Background: an optimization exercise with open tools, aiming at small area and a short achievable clock period. Do not read the settings as production practice. Function was not checked in any run shown here: the RTL went through the layout flow alone. No activity file was given, so power comes from the tool's default toggle rates.

`flow/config.mk`:
```
export PLATFORM = sky130hd
export DESIGN_NAME = PE
export DESIGN_NICKNAME = PE
export VERILOG_FILES = /design/flow/design.v
export SDC_FILE = /design/flow/constraint.sdc
export NUM_CORES = 4
export LEC_CHECK = 0
export CAP_MARGIN = 20
export CORE_MARGIN = 2
export CORE_UTILIZATION = 65
export GPL_TIMING_DRIVEN = 0
export SETUP_SLACK_MARGIN = 0.5
export SLEW_MARGIN = 20
export SYNTH_HIERARCHICAL = 1
```
`flow/constraint.sdc`:
```
create_clock -name core_clock -period 5.5 [get_ports {CLK}]
set_input_delay 1.1000 -clock core_clock [delete_from_list [all_inputs] [get_ports {CLK}]]
set_output_delay 1.1000 -clock core_clock [all_outputs]
set_load 0.01 [all_outputs]
```
`flow/design.v`:
```
module PE(
    input wire CLK,
    input wire RESET,
    input wire EN,
    input wire SELECTOR,
    input wire W_EN,
    input wire signed [7:0] active_left,
    output reg signed [7:0] active_right,
    input wire signed [15:0] in_sum,
    output reg signed [15:0] out_sum,
    input wire signed [7:0] in_weight_above,
    output wire signed [7:0] out_weight_below
    );
    reg signed [7:0] weight_1;
    reg signed [7:0] weight_2;
    wire en_n = ~EN;
    wire sel_n = ~SELECTOR;
    wire ld1 = EN & W_EN & SELECTOR;
    wire ld2 = EN & W_EN & ~SELECTOR;
    wire ld1_n = ~ld1;
    wire ld2_n = ~ld2;
    wire [7:0] w_n, a_n, ar_d, w1_d, w2_d, wb;
    wire [15:0] s_in;
    genvar gi;
    generate for (gi = 0; gi < 8; gi = gi + 1) begin : byte_sel
        pe_mux2i u_wn (.s(SELECTOR), .a1(weight_2[gi]), .a0(weight_1[gi]), .y(w_n[gi]));
        pe_nand2 u_an (.a(active_left[gi]), .b(EN), .y(a_n[gi]));
        pe_ao22 u_ar (.a1(EN), .a2(active_left[gi]), .b1(en_n), .b2(active_right[gi]), .x(ar_d[gi]));
        pe_ao22 u_w1 (.a1(ld1), .a2(in_weight_above[gi]), .b1(ld1_n), .b2(weight_1[gi]), .x(w1_d[gi]));
        pe_ao22 u_w2 (.a1(ld2), .a2(in_weight_above[gi]), .b1(ld2_n), .b2(weight_2[gi]), .x(w2_d[gi]));
        pe_ao22 u_wb (.a1(SELECTOR), .a2(weight_1[gi]), .b1(sel_n), .b2(weight_2[gi]), .x(wb[gi]));
    end endgenerate
    generate for (gi = 0; gi < 16; gi = gi + 1) begin : sum_sel
        pe_ao22 u_si (.a1(EN), .a2(in_sum[gi]), .b1(en_n), .b2(out_sum[gi]), .x(s_in[gi]));
    end endgenerate
    wire pp_0_0;
    pe_nor2 u_x1 (.a(w_n[0]), .b(a_n[0]), .y(pp_0_0));
    wire pp_0_1;
    pe_nor2 u_x2 (.a(w_n[0]), .b(a_n[1]), .y(pp_0_1));
    wire pp_0_2;
    pe_nor2 u_x3 (.a(w_n[0]), .b(a_n[2]), .y(pp_0_2));
    wire pp_0_3;
    pe_nor2 u_x4 (.a(w_n[0]), .b(a_n[3]), .y(pp_0_3));
    wire pp_0_4;
    pe_nor2 u_x5 (.a(w_n[0]), .b(a_n[4]), .y(pp_0_4));
    wire pp_0_5;
    pe_nor2 u_x6 (.a(w_n[0]), .b(a_n[5]), .y(pp_0_5));
    wire pp_0_6;
    pe_nor2 u_x7 (.a(w_n[0]), .b(a_n[6]), .y(pp_0_6));
    wire pp_0_7;
    pe_or2 u_x8 (.a(w_n[0]), .b(a_n[7]), .y(pp_0_7));
    wire pp_1_0;
    pe_nor2 u_x9 (.a(w_n[1]), .b(a_n[0]), .y(pp_1_0));
    wire pp_1_1;
    pe_nor2 u_x10 (.a(w_n[1]), .b(a_n[1]), .y(pp_1_1));
    wire pp_1_2;
    pe_nor2 u_x11 (.a(w_n[1]), .b(a_n[2]), .y(pp_1_2));
    wire pp_1_3;
    pe_nor2 u_x12 (.a(w_n[1]), .b(a_n[3]), .y(pp_1_3));
    wire pp_1_4;
    pe_nor2 u_x13 (.a(w_n[1]), .b(a_n[4]), .y(pp_1_4));
    wire pp_1_5;
    pe_nor2 u_x14 (.a(w_n[1]), .b(a_n[5]), .y(pp_1_5));
    wire pp_1_6;
    pe_nor2 u_x15 (.a(w_n[1]), .b(a_n[6]), .y(pp_1_6));
    wire pp_1_7;
    pe_or2 u_x16 (.a(w_n[1]), .b(a_n[7]), .y(pp_1_7));
    wire pp_2_0;
    pe_nor2 u_x17 (.a(w_n[2]), .b(a_n[0]), .y(pp_2_0));
    wire pp_2_1;
    pe_nor2 u_x18 (.a(w_n[2]), .b(a_n[1]), .y(pp_2_1));
    wire pp_2_2;
    pe_nor2 u_x19 (.a(w_n[2]), .b(a_n[2]), .y(pp_2_2));
    wire pp_2_3;
    pe_nor2 u_x20 (.a(w_n[2]), .b(a_n[3]), .y(pp_2_3));
    wire pp_2_4;
    pe_nor2 u_x21 (.a(w_n[2]), .b(a_n[4]), .y(pp_2_4));
    wire pp_2_5;
    pe_nor2 u_x22 (.a(w_n[2]), .b(a_n[5]), .y(pp_2_5));
    wire pp_2_6;
    pe_nor2 u_x23 (.a(w_n[2]), .b(a_n[6]), .y(pp_2_6));
    wire pp_2_7;
    pe_or2 u_x24 (.a(w_n[2]), .b(a_n[7]), .y(pp_2_7));
    wire pp_3_0;
    pe_nor2 u_x25 (.a(w_n[3]), .b(a_n[0]), .y(pp_3_0));
    wire pp_3_1;
    pe_nor2 u_x26 (.a(w_n[3]), .b(a_n[1]), .y(pp_3_1));
    wire pp_3_2;
    pe_nor2 u_x27 (.a(w_n[3]), .b(a_n[2]), .y(pp_3_2));
    wire pp_3_3;
    pe_nor2 u_x28 (.a(w_n[3]), .b(a_n[3]), .y(pp_3_3));
    wire pp_3_4;
    pe_nor2 u_x29 (.a(w_n[3]), .b(a_n[4]), .y(pp_3_4));
    wire pp_3_5;
    pe_nor2 u_x30 (.a(w_n[3]), .b(a_n[5]), .y(pp_3_5));
    wire pp_3_6;
    pe_nor2 u_x31 (.a(w_n[3]), .b(a_n[6]), .y(pp_3_6));
    wire pp_3_7;
    pe_or2 u_x32 (.a(w_n[3]), .b(a_n[7]), .y(pp_3_7));
    wire pp_4_0;
    pe_nor2 u_x33 (.a(w_n[4]), .b(a_n[0]), .y(pp_4_0));
    wire pp_4_1;
    pe_nor2 u_x34 (.a(w_n[4]), .b(a_n[1]), .y(pp_4_1));
    wire pp_4_2;
    pe_nor2 u_x35 (.a(w_n[4]), .b(a_n[2]), .y(pp_4_2));
    wire pp_4_3;
    pe_nor2 u_x36 (.a(w_n[4]), .b(a_n[3]), .y(pp_4_3));
    wire pp_4_4;
    pe_nor2 u_x37 (.a(w_n[4]), .b(a_n[4]), .y(pp_4_4));
    wire pp_4_5;
    pe_nor2 u_x38 (.a(w_n[4]), .b(a_n[5]), .y(pp_4_5));
    wire pp_4_6;
    pe_nor2 u_x39 (.a(w_n[4]), .b(a_n[6]), .y(pp_4_6));
    wire pp_4_7;
    pe_or2 u_x40 (.a(w_n[4]), .b(a_n[7]), .y(pp_4_7));
    wire pp_5_0;
    pe_nor2 u_x41 (.a(w_n[5]), .b(a_n[0]), .y(pp_5_0));
    wire pp_5_1;
    pe_nor2 u_x42 (.a(w_n[5]), .b(a_n[1]), .y(pp_5_1));
    wire pp_5_2;
    pe_nor2 u_x43 (.a(w_n[5]), .b(a_n[2]), .y(pp_5_2));
    wire pp_5_3;
    pe_nor2 u_x44 (.a(w_n[5]), .b(a_n[3]), .y(pp_5_3));
    wire pp_5_4;
    pe_nor2 u_x45 (.a(w_n[5]), .b(a_n[4]), .y(pp_5_4));
    wire pp_5_5;
    pe_nor2 u_x46 (.a(w_n[5]), .b(a_n[5]), .y(pp_5_5));
    wire pp_5_6;
    pe_nor2 u_x47 (.a(w_n[5]), .b(a_n[6]), .y(pp_5_6));
    wire pp_5_7;
    pe_or2 u_x48 (.a(w_n[5]), .b(a_n[7]), .y(pp_5_7));
    wire pp_6_0;
    pe_nor2 u_x49 (.a(w_n[6]), .b(a_n[0]), .y(pp_6_0));
    wire pp_6_1;
    pe_nor2 u_x50 (.a(w_n[6]), .b(a_n[1]), .y(pp_6_1));
    wire pp_6_2;
    pe_nor2 u_x51 (.a(w_n[6]), .b(a_n[2]), .y(pp_6_2));
    wire pp_6_3;
    pe_nor2 u_x52 (.a(w_n[6]), .b(a_n[3]), .y(pp_6_3));
    wire pp_6_4;
    pe_nor2 u_x53 (.a(w_n[6]), .b(a_n[4]), .y(pp_6_4));
    wire pp_6_5;
    pe_nor2 u_x54 (.a(w_n[6]), .b(a_n[5]), .y(pp_6_5));
    wire pp_6_6;
    pe_nor2 u_x55 (.a(w_n[6]), .b(a_n[6]), .y(pp_6_6));
    wire pp_6_7;
    pe_or2 u_x56 (.a(w_n[6]), .b(a_n[7]), .y(pp_6_7));
    wire pp_7_0;
    pe_or2 u_x57 (.a(w_n[7]), .b(a_n[0]), .y(pp_7_0));
    wire pp_7_1;
    pe_or2 u_x58 (.a(w_n[7]), .b(a_n[1]), .y(pp_7_1));
    wire pp_7_2;
    pe_or2 u_x59 (.a(w_n[7]), .b(a_n[2]), .y(pp_7_2));
    wire pp_7_3;
    pe_or2 u_x60 (.a(w_n[7]), .b(a_n[3]), .y(pp_7_3));
    wire pp_7_4;
    pe_or2 u_x61 (.a(w_n[7]), .b(a_n[4]), .y(pp_7_4));
    wire pp_7_5;
    pe_or2 u_x62 (.a(w_n[7]), .b(a_n[5]), .y(pp_7_5));
    wire pp_7_6;
    pe_or2 u_x63 (.a(w_n[7]), .b(a_n[6]), .y(pp_7_6));
    wire pp_7_7;
    pe_nor2 u_x64 (.a(w_n[7]), .b(a_n[7]), .y(pp_7_7));
    wire s65;
    wire c66;
    pe_ha u_x67 (.a(s_in[5]), .b(pp_0_5), .s(s65), .co(c66));
    wire s68;
    wire c69;
    pe_fa u_x70 (.a(s_in[6]), .b(pp_0_6), .ci(pp_1_5), .s(s68), .co(c69));
    wire s71;
    wire c72;
    pe_ha u_x73 (.a(pp_2_4), .b(pp_3_3), .s(s71), .co(c72));
    wire s74;
    wire c75;
    pe_fa u_x76 (.a(s_in[7]), .b(pp_0_7), .ci(pp_1_6), .s(s74), .co(c75));
    wire s77;
    wire c78;
    pe_fa u_x79 (.a(pp_2_5), .b(pp_3_4), .ci(pp_4_3), .s(s77), .co(c78));
    wire s80;
    wire c81;
    pe_ha u_x82 (.a(pp_5_2), .b(pp_6_1), .s(s80), .co(c81));
    wire s83;
    wire c84;
    pe_xnor2 u_x85 (.a(s_in[8]), .b(pp_1_7), .y(s83));
    pe_or2 u_x86 (.a(s_in[8]), .b(pp_1_7), .y(c84));
    wire s87;
    wire c88;
    pe_fa u_x89 (.a(pp_2_6), .b(pp_3_5), .ci(pp_4_4), .s(s87), .co(c88));
    wire s90;
    wire c91;
    pe_fa u_x92 (.a(pp_5_3), .b(pp_6_2), .ci(pp_7_1), .s(s90), .co(c91));
    wire s93;
    wire c94;
    pe_fa u_x95 (.a(s_in[9]), .b(pp_2_7), .ci(pp_3_6), .s(s93), .co(c94));
    wire s96;
    wire c97;
    pe_fa u_x98 (.a(pp_4_5), .b(pp_5_4), .ci(pp_6_3), .s(s96), .co(c97));
    wire s99;
    wire c100;
    pe_fa u_x101 (.a(s_in[10]), .b(pp_3_7), .ci(pp_4_6), .s(s99), .co(c100));
    wire s102;
    wire c103;
    pe_ha u_x104 (.a(s_in[3]), .b(pp_0_3), .s(s102), .co(c103));
    wire s105;
    wire c106;
    pe_fa u_x107 (.a(s_in[4]), .b(pp_0_4), .ci(pp_1_3), .s(s105), .co(c106));
    wire s108;
    wire c109;
    pe_ha u_x110 (.a(pp_2_2), .b(pp_3_1), .s(s108), .co(c109));
    wire s111;
    wire c112;
    pe_fa u_x113 (.a(pp_1_4), .b(pp_2_3), .ci(pp_3_2), .s(s111), .co(c112));
    wire s114;
    wire c115;
    pe_fa u_x116 (.a(pp_4_1), .b(pp_5_0), .ci(s65), .s(s114), .co(c115));
    wire s117;
    wire c118;
    pe_fa u_x119 (.a(pp_4_2), .b(pp_5_1), .ci(pp_6_0), .s(s117), .co(c118));
    wire s120;
    wire c121;
    pe_fa u_x122 (.a(c66), .b(s71), .ci(s68), .s(s120), .co(c121));
    wire s123;
    wire c124;
    pe_fa u_x125 (.a(pp_7_0), .b(c72), .ci(s80), .s(s123), .co(c124));
    wire s126;
    wire c127;
    pe_fa u_x128 (.a(c69), .b(s74), .ci(s77), .s(s126), .co(c127));
    wire s129;
    wire c130;
    pe_fa u_x131 (.a(s83), .b(c81), .ci(c75), .s(s129), .co(c130));
    wire s132;
    wire c133;
    pe_fa u_x134 (.a(c78), .b(s87), .ci(s90), .s(s132), .co(c133));
    wire s135;
    wire c136;
    pe_fa u_x137 (.a(pp_7_2), .b(c84), .ci(c88), .s(s135), .co(c136));
    wire s138;
    wire c139;
    pe_fa u_x140 (.a(c91), .b(s93), .ci(s96), .s(s138), .co(c139));
    wire s141;
    wire c142;
    pe_fa u_x143 (.a(pp_5_5), .b(pp_6_4), .ci(pp_7_3), .s(s141), .co(c142));
    wire s144;
    wire c145;
    pe_fa u_x146 (.a(c94), .b(c97), .ci(s99), .s(s144), .co(c145));
    wire s147;
    wire c148;
    pe_fa u_x149 (.a(s_in[11]), .b(pp_4_7), .ci(pp_5_6), .s(s147), .co(c148));
    wire s150;
    wire c151;
    pe_fa u_x152 (.a(pp_6_5), .b(pp_7_4), .ci(c100), .s(s150), .co(c151));
    wire s153;
    wire c154;
    pe_fa u_x155 (.a(s_in[12]), .b(pp_5_7), .ci(pp_6_6), .s(s153), .co(c154));
    wire s156;
    wire c157;
    pe_ha u_x158 (.a(s_in[2]), .b(pp_0_2), .s(s156), .co(c157));
    wire s159;
    wire c160;
    pe_fa u_x161 (.a(pp_1_2), .b(pp_2_1), .ci(pp_3_0), .s(s159), .co(c160));
    wire s162;
    wire c163;
    pe_fa u_x164 (.a(pp_4_0), .b(c103), .ci(s108), .s(s162), .co(c163));
    wire s165;
    wire c166;
    pe_fa u_x167 (.a(c109), .b(c106), .ci(s111), .s(s165), .co(c166));
    wire s168;
    wire c169;
    pe_fa u_x170 (.a(c112), .b(s117), .ci(c115), .s(s168), .co(c169));
    wire s171;
    wire c172;
    pe_fa u_x173 (.a(c118), .b(s123), .ci(c121), .s(s171), .co(c172));
    wire s174;
    wire c175;
    pe_fa u_x176 (.a(c124), .b(s129), .ci(c127), .s(s174), .co(c175));
    wire s177;
    wire c178;
    pe_fa u_x179 (.a(c130), .b(s135), .ci(c133), .s(s177), .co(c178));
    wire s180;
    wire c181;
    pe_fa u_x182 (.a(s141), .b(c136), .ci(c139), .s(s180), .co(c181));
    wire s183;
    wire c184;
    pe_fa u_x185 (.a(c142), .b(s147), .ci(c145), .s(s183), .co(c184));
    wire s186;
    wire c187;
    pe_fa u_x188 (.a(pp_7_5), .b(c148), .ci(s153), .s(s186), .co(c187));
    wire s189;
    wire c190;
    pe_fa u_x191 (.a(s_in[13]), .b(pp_6_7), .ci(pp_7_6), .s(s189), .co(c190));
    wire s192;
    wire c193;
    pe_ha u_x194 (.a(s_in[1]), .b(pp_0_1), .s(s192), .co(c193));
    wire s195;
    wire c196;
    pe_fa u_x197 (.a(pp_1_1), .b(pp_2_0), .ci(s156), .s(s195), .co(c196));
    wire s198;
    wire c199;
    pe_fa u_x200 (.a(c157), .b(s102), .ci(s159), .s(s198), .co(c199));
    wire s201;
    wire c202;
    pe_fa u_x203 (.a(c160), .b(s105), .ci(s162), .s(s201), .co(c202));
    wire s204;
    wire c205;
    pe_fa u_x206 (.a(c163), .b(s114), .ci(s165), .s(s204), .co(c205));
    wire s207;
    wire c208;
    pe_fa u_x209 (.a(c166), .b(s120), .ci(s168), .s(s207), .co(c208));
    wire s210;
    wire c211;
    pe_fa u_x212 (.a(s126), .b(c169), .ci(s171), .s(s210), .co(c211));
    wire s213;
    wire c214;
    pe_fa u_x215 (.a(s132), .b(c172), .ci(s174), .s(s213), .co(c214));
    wire s216;
    wire c217;
    pe_fa u_x218 (.a(s138), .b(c175), .ci(s177), .s(s216), .co(c217));
    wire s219;
    wire c220;
    pe_fa u_x221 (.a(s144), .b(c178), .ci(s180), .s(s219), .co(c220));
    wire s222;
    wire c223;
    pe_fa u_x224 (.a(s150), .b(c181), .ci(s183), .s(s222), .co(c223));
    wire s225;
    wire c226;
    pe_fa u_x227 (.a(c151), .b(s186), .ci(c184), .s(s225), .co(c226));
    wire s228;
    wire c229;
    pe_fa u_x230 (.a(c154), .b(s189), .ci(c187), .s(s228), .co(c229));
    wire s231;
    wire c232;
    pe_fa u_x233 (.a(s_in[14]), .b(pp_7_7), .ci(c190), .s(s231), .co(c232));
    wire [15:0] rx = {s_in[15], s231, s228, c223, c220, c217, c214, c211, c208, c205, c202, c199, c196, c193, pp_1_0, s_in[0]};
    wire [15:0] ry = {c232, c229, c226, s225, s222, s219, s216, s213, s210, s207, s204, s201, s198, s195, s192, pp_0_0};
    wire [15:0] sum;
    wire t234, rc235;
    pe_ha u_x236 (.a(rx[0]), .b(ry[0]), .s(t234), .co(rc235));
    assign sum[0] = t234;
    wire t237, rc238;
    pe_fa u_x239 (.a(rx[1]), .b(ry[1]), .ci(rc235), .s(t237), .co(rc238));
    assign sum[1] = t237;
    wire g2, p2;
    pe_ha u_x240 (.a(rx[2]), .b(ry[2]), .s(p2), .co(g2));
    wire g3, p3;
    pe_ha u_x241 (.a(rx[3]), .b(ry[3]), .s(p3), .co(g3));
    wire g4, p4;
    pe_ha u_x242 (.a(rx[4]), .b(ry[4]), .s(p4), .co(g4));
    wire g5, p5;
    pe_ha u_x243 (.a(rx[5]), .b(ry[5]), .s(p5), .co(g5));
    wire g6, p6;
    pe_ha u_x244 (.a(rx[6]), .b(ry[6]), .s(p6), .co(g6));
    wire g7, p7;
    pe_ha u_x245 (.a(rx[7]), .b(ry[7]), .s(p7), .co(g7));
    wire g8, p8;
    pe_ha u_x246 (.a(rx[8]), .b(ry[8]), .s(p8), .co(g8));
    wire g9, p9;
    pe_ha u_x247 (.a(rx[9]), .b(ry[9]), .s(p9), .co(g9));
    wire g10, p10;
    pe_ha u_x248 (.a(rx[10]), .b(ry[10]), .s(p10), .co(g10));
    wire g11, p11;
    pe_ha u_x249 (.a(rx[11]), .b(ry[11]), .s(p11), .co(g11));
    wire g12, p12;
    pe_ha u_x250 (.a(rx[12]), .b(ry[12]), .s(p12), .co(g12));
    wire g13, p13;
    pe_ha u_x251 (.a(rx[13]), .b(ry[13]), .s(p13), .co(g13));
    wire g14, p14;
    pe_ha u_x252 (.a(rx[14]), .b(ry[14]), .s(p14), .co(g14));
    wire g15, p15;
    pe_ha u_x253 (.a(rx[15]), .b(ry[15]), .s(p15), .co(g15));
    wire G254 = g2 | (p2 & rc238);
    wire G255 = g4 | (p4 & g3);
    wire P256 = p4 & p3;
    wire G257 = g6 | (p6 & g5);
    wire P258 = p6 & p5;
    wire G259 = g8 | (p8 & g7);
    wire P260 = p8 & p7;
    wire G261 = g10 | (p10 & g9);
    wire P262 = p10 & p9;
    wire G263 = g12 | (p12 & g11);
    wire P264 = p12 & p11;
    wire G265 = g14 | (p14 & g13);
    wire P266 = p14 & p13;
    wire G267 = g3 | (p3 & G254);
    wire G268 = G255 | (P256 & G254);
    wire G269 = g7 | (p7 & G257);
    wire P270 = p7 & P258;
    wire G271 = G259 | (P260 & G257);
    wire P272 = P260 & P258;
    wire G273 = g11 | (p11 & G261);
    wire P274 = p11 & P262;
    wire G275 = G263 | (P264 & G261);
    wire P276 = P264 & P262;
    wire G277 = g15 | (p15 & G265);
    wire P278 = p15 & P266;
    wire G279 = g5 | (p5 & G268);
    wire G280 = G257 | (P258 & G268);
    wire G281 = G269 | (P270 & G268);
    wire G282 = G271 | (P272 & G268);
    wire G283 = g13 | (p13 & G275);
    wire P284 = p13 & P276;
    wire G285 = G265 | (P266 & G275);
    wire P286 = P266 & P276;
    wire G287 = G277 | (P278 & G275);
    wire P288 = P278 & P276;
    wire G289 = g9 | (p9 & G282);
    wire G290 = G261 | (P262 & G282);
    wire G291 = G273 | (P274 & G282);
    wire G292 = G275 | (P276 & G282);
    wire G293 = G283 | (P284 & G282);
    wire G294 = G285 | (P286 & G282);
    wire G295 = G287 | (P288 & G282);
    pe_xor2 u_x296 (.a(p2), .b(rc238), .y(sum[2]));
    pe_xor2 u_x297 (.a(p3), .b(G254), .y(sum[3]));
    pe_xor2 u_x298 (.a(p4), .b(G267), .y(sum[4]));
    pe_xor2 u_x299 (.a(p5), .b(G268), .y(sum[5]));
    pe_xor2 u_x300 (.a(p6), .b(G279), .y(sum[6]));
    pe_xor2 u_x301 (.a(p7), .b(G280), .y(sum[7]));
    pe_xor2 u_x302 (.a(p8), .b(G281), .y(sum[8]));
    pe_xor2 u_x303 (.a(p9), .b(G282), .y(sum[9]));
    pe_xor2 u_x304 (.a(p10), .b(G289), .y(sum[10]));
    pe_xor2 u_x305 (.a(p11), .b(G290), .y(sum[11]));
    pe_xor2 u_x306 (.a(p12), .b(G291), .y(sum[12]));
    pe_xor2 u_x307 (.a(p13), .b(G292), .y(sum[13]));
    pe_xor2 u_x308 (.a(p14), .b(G293), .y(sum[14]));
    pe_xnor2 u_x309 (.a(p15), .b(G294), .y(sum[15]));
    always @(negedge RESET or posedge CLK) begin
        if (~RESET) begin
            out_sum <= 0;
            active_right <= 0;
            weight_1 <= 0;
            weight_2 <= 0;
        end else begin
            out_sum <= sum;
            active_right <= ar_d;
            weight_1 <= w1_d;
            weight_2 <= w2_d;
        end
    end
    assign out_weight_below = wb;
endmodule
module pe_fa(input wire a, input wire b, input wire ci, output wire s, output wire co);
    assign {co, s} = a + b + ci;
endmodule
module pe_ha(input wire a, input wire b, output wire s, output wire co);
    assign {co, s} = a + b;
endmodule
module pe_ao22(input wire a1, input wire a2, input wire b1, input wire b2, output wire x);
    assign x = (a1 & a2) | (b1 & b2);
endmodule
module pe_mux2i(input wire s, input wire a1, input wire a0, output wire y);
    assign y = ~(s ? a1 : a0);
endmodule
module pe_nand2(input wire a, input wire b, output wire y);
    assign y = ~(a & b);
endmodule
module pe_nor2(input wire a, input wire b, output wire y);
    assign y = ~(a | b);
endmodule
module pe_or2(input wire a, input wire b, output wire y);
    assign y = a | b;
endmodule
module pe_xor2(input wire a, input wire b, output wire y);
    assign y = a ^ b;
endmodule
module pe_xnor2(input wire a, input wire b, output wire y);
    assign y = ~(a ^ b);
endmodule
module pe_xor3(input wire a, input wire b, input wire c, output wire y);
    assign y = a ^ b ^ c;
endmodule
```
`flow/flow/run.sh`:
```
#!/bin/bash
# Standard layout with two changes: the port buffers are the smallest buffer
# cell, and clock tree synthesis inserts no dummy loads.
set -euo pipefail
export BUFFER_PORTS_ARGS="-buffer_cell sky130_fd_sc_hd__buf_1"
export CTS_ARGS="-sink_clustering_enable -repair_clock_nets -dont_use_dummy_load"
bash standard.sh finish > flow_standard.log 2>&1
```
`flow/standard.sh`:
```
#!/bin/bash
# synth_recipe.tcl (not shown) runs the flow's synth.tcl, then flattens the netlist and writes it again
# the make line also repeats each setting of config.mk as NAME=value (left out here)
make -C /OpenROAD-flow-scripts/flow DESIGN_CONFIG=/design/flow/config.mk WORK_HOME=/design/flow/orfs CLKGATE_MAP_FILE= SYNTH_SCRIPT=/design/flow/synth_recipe.tcl "${@:-finish}"
```
==> results.cfg, run 1 <==
[cells_and_area]
fin_util = 0.812
mostFrequentLayoutCell = buf_1
design_area_mm2 = 0.00415
layout-drive-gt1-share = 0.109
n_fill_cell = 349
antenna_cells = 0
area_delta_synth_final_pct = 20.1
layout_common_cells = buf_1 (65), nor2_1 (51), fa_1 (49)
layout.nets = 494
layoutNonFillerInstCount = 454

[logic_synthesis]
synth_edf_count = 0
synth_area_leaders = dfrtp_1 (29%), fa_1 (28%), a22o_1 (12%), ha_1 (8.0%), nor2_1 (5.5%)
avgSynthCellArea_um2 = 11.7
synth-main-ff-cell = dfrtp_1
synth_cell_type_count = 28
ys_seq_area_frac = 0.290
synthArstFlopShare = 1.00
syn-cell-area_mm2 = 0.00346
synth_cells = 296
synthesis.nets = 404
yosys_warnings = 7
synth-seq-cells = 40
synth_top_area_cell = dfrtp_1
synth.top_cell.area_share = 0.290

[cts]
clock_sinks = 40
cts_made_buffers = 5
cts_tree = yes
clk_pin_slew_ns = 0.07
htree_levels = 2
root_buffer = clkbuf_8
postCtsHoldBufs = 0
insertion_delay_ns = 0.30
clock_path_buffers = 2

[timing]
min_period_ns = 4.85
finalMaxSlewViolations = 0
setup-violations-final = 0
relSlewSlack = 0.652
rsz0062_at_grt = no
tightest_slew_ns = 0.519
setup_slack_ns = 0.647
fin_skew_ns = 0.0150
hold_slack_ns = 0.500
fmax_mhz = 206
setup_tns_ns = 0
period_share = 0.882
hold_viol_final = 0

[detailed_routing]
first_pass_iters = 4
dr.first_iter.drc_count = 182
wirelength_um = 8710
avgViaCountPerCell = 6.11
ant_nets = 0
remaining_drc_errors = 0
wire_per_inst_um = 19.2
via_count = 2776

[floorplanning]
die_x_um = 76.9
die_h_um = 76.9
fp.coreArea_mm2 = 0.00511
die-area_mm2 = 0.00592
io_pins = 69
num_rows = 26
initial_utilization = 0.677

[setup_path]
crit_arrival_ns = 5.07
crit_required_ns = 5.72
cp-end-kind = flop
regToRegSetupSlack_ns = 1.34
critPathMaxFanout = 36
startpoint_type = input pin
crit_type = in -> reg

[placed_design]
io_buffers = 68
pre_cts_ws_ns = -0.705
dp.cells = 435
place.gp.congestion = 0.836
placed_area_mm2 = 0.00382
dp_hpwl_um = 6140

[power_and_ir_drop]
power.leakage_nw = 1.91
vdd_drop_max_mv = 0.539
cellPowerDensity_mw_per_mm2 = 467
total_power_mw = 1.94

[global_route]
grt-ovfl-total = 0
grt_max_degree = 37
grt_pass1_wl_um = 14400
grt_usage = 0.318
antenna_found_initial = 0
grt_pass1_vias = 2882

[job]
cap_violations = 0

[run_status]
outcome = no timing/DRC/antenna violations

[hold_path]
min_path_type = reg -> reg
-- cell families after synthesis --
logic type,count (synthesis),share of synthesized area
AOI/OAI and AO/OA,70,0.169
xor gates and xnor gates,15,0.0380
adders and majority gates,71,0.364
buffers and inverters,8,0.00869
DFF,40,0.290
muxes,8,0.0232
and+or+nand+nor,84,0.108
-- per-layer routing --
layer / track usage / routed length (um) / vias up
met3: 0.0659 / 601 / 17
met5: 0 / 0 / -
met4: 0.0927 / 153 / 0
met2: 0.528 / 4400 / 123
met1: 0.428 / 3560 / 1406
li1: - / - / 1230
-- critical path: stages --
cell,delay (ns)
buf_12,0.18
clkinvlp_4,0.20
buf_4,0.18
a22o_1,0.23
fa_1,0.49
fa_1,0.41
fa_1,0.53
fa_1,0.42
ha_1,0.35
and4_1,0.26
and4_1,0.27
nand2_1,0.11
a31oi_2,0.18
xnor2_1,0.13
-- cell usage after synthesis, types with 2 or more instances --
cell type  number
xnor2_1         2
fa_1           49
ha_1           22
or2_1          15
a22o_1         48
nand2_1        11
nand3_1         3
dfrtp_1        40
xor2_1         13
and4_1          2
a21oi_2         2
a21oi_1         5
mux2i_1         8
inv_1           8
a21o_1          5
nor2_1         51
-- final cells by class --
type,count,area [um2],area share
clock buffers,5,68.8,0.0166
inverters,8,33.8,0.00814
multi-input cells,248,2550,0.614
flip-flops and latches,40,1000,0.241
well taps,70,87.6,0.0211
repair buffers,82,407,0.0980
repair inverters,1,5.00,0.00121
-- worst paths after layout --
check	startpoint	to	depth (start not counted)
min in group asynchronous	RESET	out_sum[10]	1
min	active_right[5]	active_right[5]	1
max in group asynchronous	RESET	weight_1[1]	2
max	EN	out_sum[15]	14
min reg2reg	active_right[5]	active_right[5]	1
max reg2reg	weight_1[2]	out_sum[13]	12
-- modules after synthesis (local to each module, per instance) --
| module | flip-flops and latches | cells | area (um2) | copies in the design |
|---|---|---|---|---|
| PE | 40 | 81 | 1260 | 1 |
| pe_ao22 | 0 | 1 | 8.76 | 48 |
| pe_nand2 | 0 | 1 | 3.75 | 8 |
| pe_xor2 | 0 | 1 | 8.76 | 13 |
| pe_or2 | 0 | 1 | 6.26 | 15 |
| pe_mux2i | 0 | 1 | 10.0 | 8 |
| pe_xnor2 | 0 | 1 | 8.76 | 2 |
| pe_ha | 0 | 1 | 12.5 | 22 |
| pe_fa | 0 | 1 | 20.0 | 49 |
| pe_nor2 | 0 | 1 | 3.75 | 50 |
-- registers in the layout, summed over array words and instances (netlist names) --
signal	count
active_right	8
out_sum	16
weight_1	8
weight_2	8
-- repair_timing --
action / in CTS / in global routing
gates cloned: 1 / 0
gates resized for setup: 26 / 9
endpoints found under the setup margin: 9 / 6
pin swaps: 0 / 1
setup buffers: 13 / 0
-- where the power goes --
part,leakage [nW],total (mW),internal (mW),switching (mW)
registers,0.485,0.456,0.397,0.0594
logic,1.39,1.30,0.590,0.708
clock network,0.0359,0.181,0.0819,0.0995
==> run 2: changes to the inputs <==
--- a/flow/design.v
+++ b/flow/design.v
@@ -339,90 +339,77 @@
     wire t237, rc238;
     pe_fa u_x239 (.a(rx[1]), .b(ry[1]), .ci(rc235), .s(t237), .co(rc238));
     assign sum[1] = t237;
-    wire g2, p2;
-    pe_ha u_x240 (.a(rx[2]), .b(ry[2]), .s(p2), .co(g2));
+    wire t240, rc241;
+    pe_fa u_x242 (.a(rx[2]), .b(ry[2]), .ci(rc238), .s(t240), .co(rc241));
+    assign sum[2] = t240;
     wire g3, p3;
-    pe_ha u_x241 (.a(rx[3]), .b(ry[3]), .s(p3), .co(g3));
+    pe_ha u_x243 (.a(rx[3]), .b(ry[3]), .s(p3), .co(g3));
     wire g4, p4;
-    pe_ha u_x242 (.a(rx[4]), .b(ry[4]), .s(p4), .co(g4));
+    pe_ha u_x244 (.a(rx[4]), .b(ry[4]), .s(p4), .co(g4));
     wire g5, p5;
-    pe_ha u_x243 (.a(rx[5]), .b(ry[5]), .s(p5), .co(g5));
+    pe_ha u_x245 (.a(rx[5]), .b(ry[5]), .s(p5), .co(g5));
     wire g6, p6;
-    pe_ha u_x244 (.a(rx[6]), .b(ry[6]), .s(p6), .co(g6));
+    pe_ha u_x246 (.a(rx[6]), .b(ry[6]), .s(p6), .co(g6));
     wire g7, p7;
-    pe_ha u_x245 (.a(rx[7]), .b(ry[7]), .s(p7), .co(g7));
+    pe_ha u_x247 (.a(rx[7]), .b(ry[7]), .s(p7), .co(g7));
     wire g8, p8;
-    pe_ha u_x246 (.a(rx[8]), .b(ry[8]), .s(p8), .co(g8));
+    pe_ha u_x248 (.a(rx[8]), .b(ry[8]), .s(p8), .co(g8));
     wire g9, p9;
-    pe_ha u_x247 (.a(rx[9]), .b(ry[9]), .s(p9), .co(g9));
+    pe_ha u_x249 (.a(rx[9]), .b(ry[9]), .s(p9), .co(g9));
     wire g10, p10;
-    pe_ha u_x248 (.a(rx[10]), .b(ry[10]), .s(p10), .co(g10));
+    pe_ha u_x250 (.a(rx[10]), .b(ry[10]), .s(p10), .co(g10));
     wire g11, p11;
-    pe_ha u_x249 (.a(rx[11]), .b(ry[11]), .s(p11), .co(g11));
+    pe_ha u_x251 (.a(rx[11]), .b(ry[11]), .s(p11), .co(g11));
     wire g12, p12;
-    pe_ha u_x250 (.a(rx[12]), .b(ry[12]), .s(p12), .co(g12));
+    pe_ha u_x252 (.a(rx[12]), .b(ry[12]), .s(p12), .co(g12));
     wire g13, p13;
-    pe_ha u_x251 (.a(rx[13]), .b(ry[13]), .s(p13), .co(g13));
+    pe_ha u_x253 (.a(rx[13]), .b(ry[13]), .s(p13), .co(g13));
     wire g14, p14;
-    pe_ha u_x252 (.a(rx[14]), .b(ry[14]), .s(p14), .co(g14));
+    pe_ha u_x254 (.a(rx[14]), .b(ry[14]), .s(p14), .co(g14));
     wire g15, p15;
-    pe_ha u_x253 (.a(rx[15]), .b(ry[15]), .s(p15), .co(g15));
-    wire G254 = g2 | (p2 & rc238);
-    wire G255 = g4 | (p4 & g3);
-    wire P256 = p4 & p3;
-    wire G257 = g6 | (p6 & g5);
-    wire P258 = p6 & p5;
-    wire G259 = g8 | (p8 & g7);
-    wire P260 = p8 & p7;
-    wire G261 = g10 | (p10 & g9);
-    wire P262 = p10 & p9;
-    wire G263 = g12 | (p12 & g11);
-    wire P264 = p12 & p11;
-    wire G265 = g14 | (p14 & g13);
-    wire P266 = p14 & p13;
-    wire G267 = g3 | (p3 & G254);
-    wire G268 = G255 | (P256 & G254);
-    wire G269 = g7 | (p7 & G257);
-    wire P270 = p7 & P258;
-    wire G271 = G259 | (P260 & G257);
-    wire P272 = P260 & P258;
-    wire G273 = g11 | (p11 & G261);
-    wire P274 = p11 & P262;
-    wire G275 = G263 | (P264 & G261);
-    wire P276 = P264 & P262;
-    wire G277 = g15 | (p15 & G265);
-    wire P278 = p15 & P266;
-    wire G279 = g5 | (p5 & G268);
-    wire G280 = G257 | (P258 & G268);
-    wire G281 = G269 | (P270 & G268);
-    wire G282 = G271 | (P272 & G268);
-    wire G283 = g13 | (p13 & G275);
-    wire P284 = p13 & P276;
-    wire G285 = G265 | (P266 & G275);
-    wire P286 = P266 & P276;
-    wire G287 = G277 | (P278 & G275);
-    wire P288 = P278 & P276;
-    wire G289 = g9 | (p9 & G282);
-    wire G290 = G261 | (P262 & G282);
-    wire G291 = G273 | (P274 & G282);
-    wire G292 = G275 | (P276 & G282);
-    wire G293 = G283 | (P284 & G282);
-    wire G294 = G285 | (P286 & G282);
-    wire G295 = G287 | (P288 & G282);
-    pe_xor2 u_x296 (.a(p2), .b(rc238), .y(sum[2]));
-    pe_xor2 u_x297 (.a(p3), .b(G254), .y(sum[3]));
-    pe_xor2 u_x298 (.a(p4), .b(G267), .y(sum[4]));
-    pe_xor2 u_x299 (.a(p5), .b(G268), .y(sum[5]));
-    pe_xor2 u_x300 (.a(p6), .b(G279), .y(sum[6]));
-    pe_xor2 u_x301 (.a(p7), .b(G280), .y(sum[7]));
-    pe_xor2 u_x302 (.a(p8), .b(G281), .y(sum[8]));
-    pe_xor2 u_x303 (.a(p9), .b(G282), .y(sum[9]));
-    pe_xor2 u_x304 (.a(p10), .b(G289), .y(sum[10]));
-    pe_xor2 u_x305 (.a(p11), .b(G290), .y(sum[11]));
-    pe_xor2 u_x306 (.a(p12), .b(G291), .y(sum[12]));
-    pe_xor2 u_x307 (.a(p13), .b(G292), .y(sum[13]));
-    pe_xor2 u_x308 (.a(p14), .b(G293), .y(sum[14]));
-    pe_xnor2 u_x309 (.a(p15), .b(G294), .y(sum[15]));
+    pe_ha u_x255 (.a(rx[15]), .b(ry[15]), .s(p15), .co(g15));
+    wire G256 = g3 | (p3 & rc241);
+    wire G257 = g5 | (p5 & g4);
+    wire P258 = p5 & p4;
+    wire G259 = g7 | (p7 & g6);
+    wire P260 = p7 & p6;
+    wire G261 = g9 | (p9 & g8);
+    wire P262 = p9 & p8;
+    wire G263 = g11 | (p11 & g10);
+    wire P264 = p11 & p10;
+    wire G265 = g13 | (p13 & g12);
+    wire P266 = p13 & p12;
+    wire G267 = g15 | (p15 & g14);
+    wire P268 = p15 & p14;
+    wire G269 = G257 | (P258 & G256);
+    wire G270 = G261 | (P262 & G259);
+    wire P271 = P262 & P260;
+    wire G272 = G265 | (P266 & G263);
+    wire P273 = P266 & P264;
+    wire G274 = G270 | (P271 & G269);
+    wire G275 = G272 | (P273 & G274);
+    wire G276 = G259 | (P260 & G269);
+    wire G277 = G263 | (P264 & G274);
+    wire G278 = G267 | (P268 & G275);
+    wire G279 = g4 | (p4 & G256);
+    wire G280 = g6 | (p6 & G269);
+    wire G281 = g8 | (p8 & G276);
+    wire G282 = g10 | (p10 & G274);
+    wire G283 = g12 | (p12 & G277);
+    wire G284 = g14 | (p14 & G275);
+    pe_xor2 u_x285 (.a(p3), .b(rc241), .y(sum[3]));
+    pe_xor2 u_x286 (.a(p4), .b(G256), .y(sum[4]));
+    pe_xor2 u_x287 (.a(p5), .b(G279), .y(sum[5]));
+    pe_xor2 u_x288 (.a(p6), .b(G269), .y(sum[6]));
+    pe_xor2 u_x289 (.a(p7), .b(G280), .y(sum[7]));
+    pe_xor2 u_x290 (.a(p8), .b(G276), .y(sum[8]));
+    pe_xor2 u_x291 (.a(p9), .b(G281), .y(sum[9]));
+    pe_xor2 u_x292 (.a(p10), .b(G274), .y(sum[10]));
+    pe_xor2 u_x293 (.a(p11), .b(G282), .y(sum[11]));
+    pe_xor2 u_x294 (.a(p12), .b(G277), .y(sum[12]));
+    pe_xor2 u_x295 (.a(p13), .b(G283), .y(sum[13]));
+    pe_xor2 u_x296 (.a(p14), .b(G275), .y(sum[14]));
+    pe_xnor2 u_x297 (.a(p15), .b(G284), .y(sum[15]));
     always @(negedge RESET or posedge CLK) begin
         if (~RESET) begin
             out_sum <= 0;
==> results.cfg, run 2 <==
[run_status]
outcome = no timing/DRC/antenna violations

[power_and_ir_drop]
vdd_drop_max_mv = 0.455
cellPowerDensity_mw_per_mm2 = 491
power.leakage_nw = 1.98

[placed_design]
place.gp.congestion = 0.832
io_buffers = 68
dp.cells = 425
dp_hpwl_um = 6040

[logic_synthesis]
yosys_warnings = 7
synth.top_cell.area_share = 0.295
synth_compound_area_frac = 0.163
synthSimpleGateAreaFrac = 0.106
syn-cell-area_mm2 = 0.00340
ys_seq_area_frac = 0.295
synth-seq-cells = 40
yosys-mux-area-fraction = 0.0236
synth_top_family_by_area = adder cells
synth.most_common_cell = nor2_1
synth-main-ff-cell = dfrtp_1
synth_cell_type_count = 20
synthesis.nets = 394
synth-adder-area-share = 0.372
synth_area_leaders = dfrtp_1 (29%), fa_1 (29%), a22o_1 (13%), ha_1 (7.7%), nor2_1 (5.7%)
synth_common_cells = nor2_1 (52), fa_1 (50), a22o_1 (49)
avgSynthCellArea_um2 = 11.9
synth_edf_count = 0
synth_top_area_cell = dfrtp_1
synth_cells = 286
synthArstFlopShare = 1.00
synth-xor-area-share = 0.0361

[setup_path]
startpoint_type = input pin
rr_startpoint = weight_1[0]
crit_required_ns = 5.66
regToRegSetupSlack_ns = 1.18
cp-end-kind = flop
critPathMaxFanout = 18
reg2reg_to = out_sum[12]
r2r_cells = 13
crit_type = in -> reg
crit_arrival_ns = 5.15

[detailed_routing]
avgViaCountPerCell = 6.27
wirelength_um = 9080
dr.first_iter.drc_count = 217
first_pass_iters = 4
via_count = 2845
wire_per_inst_um = 20.0
ant_nets = 0
remaining_drc_errors = 0

[global_route]
grt-ovfl-total = 0
grt_usage = 0.306
grt_pass1_vias = 2888
grt_max_degree = 37
grt_pass1_wl_um = 13800
antenna_found_initial = 0

[hold_path]
min_delay_path_depth = 1
hold_start = active_right[7]
min_path_type = reg -> reg
holdPathEnd = active_right[7]

[timing]
fmax_mhz = 200
rsz0062_at_grt = no
finalMaxSlewViolations = 0
fin_skew_ns = 0.0213
tightest_slew_ns = 0.434
setup-violations-final = 0
hold_viol_final = 0
period_share = 0.909
min_period_ns = 5.00
relSlewSlack = 0.709

[cells_and_area]
top_register = out_sum
layout-drive-gt1-share = 0.135
layout_common_cells = buf_1 (65), nor2_1 (52), a22o_1 (49), fa_1 (49), dfrtp_1 (40)
fin_util = 0.840
n_fill_cell = 301
layout.nets = 494
mostFrequentLayoutCell = buf_1
area_delta_synth_final_pct = 25.6
antenna_cells = 0
layoutNonFillerInstCount = 454
largest_reg_flops = 16

[cts]
root_buffer = clkbuf_8
htree_levels = 2
insertion_delay_ns = 0.30
cts_made_buffers = 5
clock_sinks = 40
clk_pin_slew_ns = 0.08
clock_path_buffers = 2
postCtsHoldBufs = 0
cts_tree = yes

[floorplanning]
num_rows = 26
die-area_mm2 = 0.00582
initial_utilization = 0.669
die_h_um = 76.3
io_pins = 69
die_x_um = 76.3
fp.coreArea_mm2 = 0.00507

[job]
cap_violations = 0
-- run 2: changes by cell type in the layout (fill, tap and decap cells not counted), moves of 3 or more --
cell / before / now
buf_4: 13 / 20
inv_1: 7 / 3
buf_16: 0 / 3
ha_1: 22 / 17
a21o_1: 5 / 10
ha_4: 0 / 4
-- run 2: what timing repair did --
action,4_1_cts,5_1_grt
buffers inserted,13,9
gates cloned,1,1
pin swaps,0,1
gates resized for setup,28,14
setup endpoints to repair,9,3
-- run 2: through the flow --
step	worst slack (ns)	power, mW	cell area [um2]	TNS, ns	hold WS [ns]
floorplan	0.622	1.32	3400	0	0.485
global placement	-1.31	1.58	3740	-10.00	0.477
detailed placement	-0.720	1.63	3770	-4.45	0.483
CTS	0.518	1.88	4070	0	0.503
global route	0.448	2.23	4260	0	0.524
finish	0.503	2.09	4260	0	0.502
-- run 2: cell families (layout without fill, tap and decap cells) --
| group | after synthesis | after routing |
|---|---|---|
| XOR/XNOR | 14 | 14 |
| buffers and inverters | 4 | 102 |
| AND/OR/NAND/NOR | 83 | 83 |
| adder cells (fa/ha/maj) | 71 | 71 |
| flip-flops | 40 | 40 |
| multiplexers | 8 | 8 |
| AO/OA/AOI/OAI | 66 | 66 |
-- run 2: per-module statistics from Yosys, one instance, submodules excluded --
module | cells inside | copies in the design | flip-flops and latches
pe_xor2 | 1 | 12 | 0
pe_ao22 | 1 | 48 | 0
pe_mux2i | 1 | 8 | 0
pe_nor2 | 1 | 50 | 0
PE | 72 | 1 | 40
pe_or2 | 1 | 15 | 0
pe_nand2 | 1 | 8 | 0
pe_ha | 1 | 21 | 0
pe_xnor2 | 1 | 2 | 0
pe_fa | 1 | 50 | 0
-- run 2: worst max-delay path by stage --
stage | start | to | slack (ns) | cells past startpoint
5_1_grt | SELECTOR | out_sum[15] | 0.45 | 15
2_1_floorplan | SELECTOR | out_sum[12] | 0.62 | 13
4_1_cts | SELECTOR | out_sum[12] | 0.52 | 14
3_5_place_dp | SELECTOR | out_sum[12] | -0.72 | 14
3_3_place_gp | EN | out_sum[12] | -1.31 | 14
6_report | EN | out_sum[12] | 0.50 | 14
-- run 2: layer usage --
layer,vias to the layer above,global-route usage,part of all wire
met4,0,0.120,0.034
met3,30,0.0474,0.066
li1,1217,-,-
met2,152,0.521,0.52
met1,1446,0.399,0.38
met5,-,0,0
-- run 2: power breakdown --
group	switching (mW)	total, mW	internal (mW)
Sequential	0.0589	0.456	0.397
Clock	0.0958	0.178	0.0818
Combinational	0.763	1.46	0.695
Total	0.918	2.09	1.17
-- run 2: worst max-delay path: stages --
cell and delay (ns):
buf_16 0.14, clkinvlp_4 0.19, a22o_1 0.25, ha_1 0.33, fa_1 0.40, fa_1 0.55, fa_1 0.43, ha_1 0.34
and3_1 0.21, a22o_1 0.28, a41o_2 0.34, a21o_1 0.22, a21o_1 0.21, xor2_1 0.17
-- run 2: area by class of cell --
class | count | area [um2] | share of cell area
clock buffer | 5 | 68.8 | 0.0161
inverter | 4 | 18.8 | 0.00440
multi-input combinational | 242 | 2540 | 0.597
sequential | 40 | 1000 | 0.235
tap | 70 | 87.6 | 0.0205
timing repair buffer | 92 | 538 | 0.126
timing repair inverter | 1 | 5.00 | 0.00117

[what the ideal ports hide]
The flow's constraints put no driver on any port. The routed layouts listed below were extracted and timed again, unchanged, in two steps.
Step 1 assumes that a clkbuf_16 drives the clock port and a buf_2 every other input.
Step 2 also shifts input and output timing later by t, the mid clock arrival at the registers, as if the neighbouring blocks saw the same clock.
Three values: ideal ports, drivers, drivers and shift; two values: the first two.
run	t (ns)	setup slack, ns	hold WS [ns]	slew at the worst register clock pin (ns)	worst slew at a driven data input, ns
run 1	0.322	0.647 / 0.610 / 0.288	0.500 / 0.500 / 0.500	0.08 / 0.08	0.07
run 2	0.315	0.503 / 0.380 / 0.065	0.502 / 0.502 / 0.502	0.08 / 0.08	0.15
After both steps setup and hold are still met in every run listed. The setup slack of run 2, which loses most, moves by -0.123 ns with the drivers and by -0.438 ns with both steps.
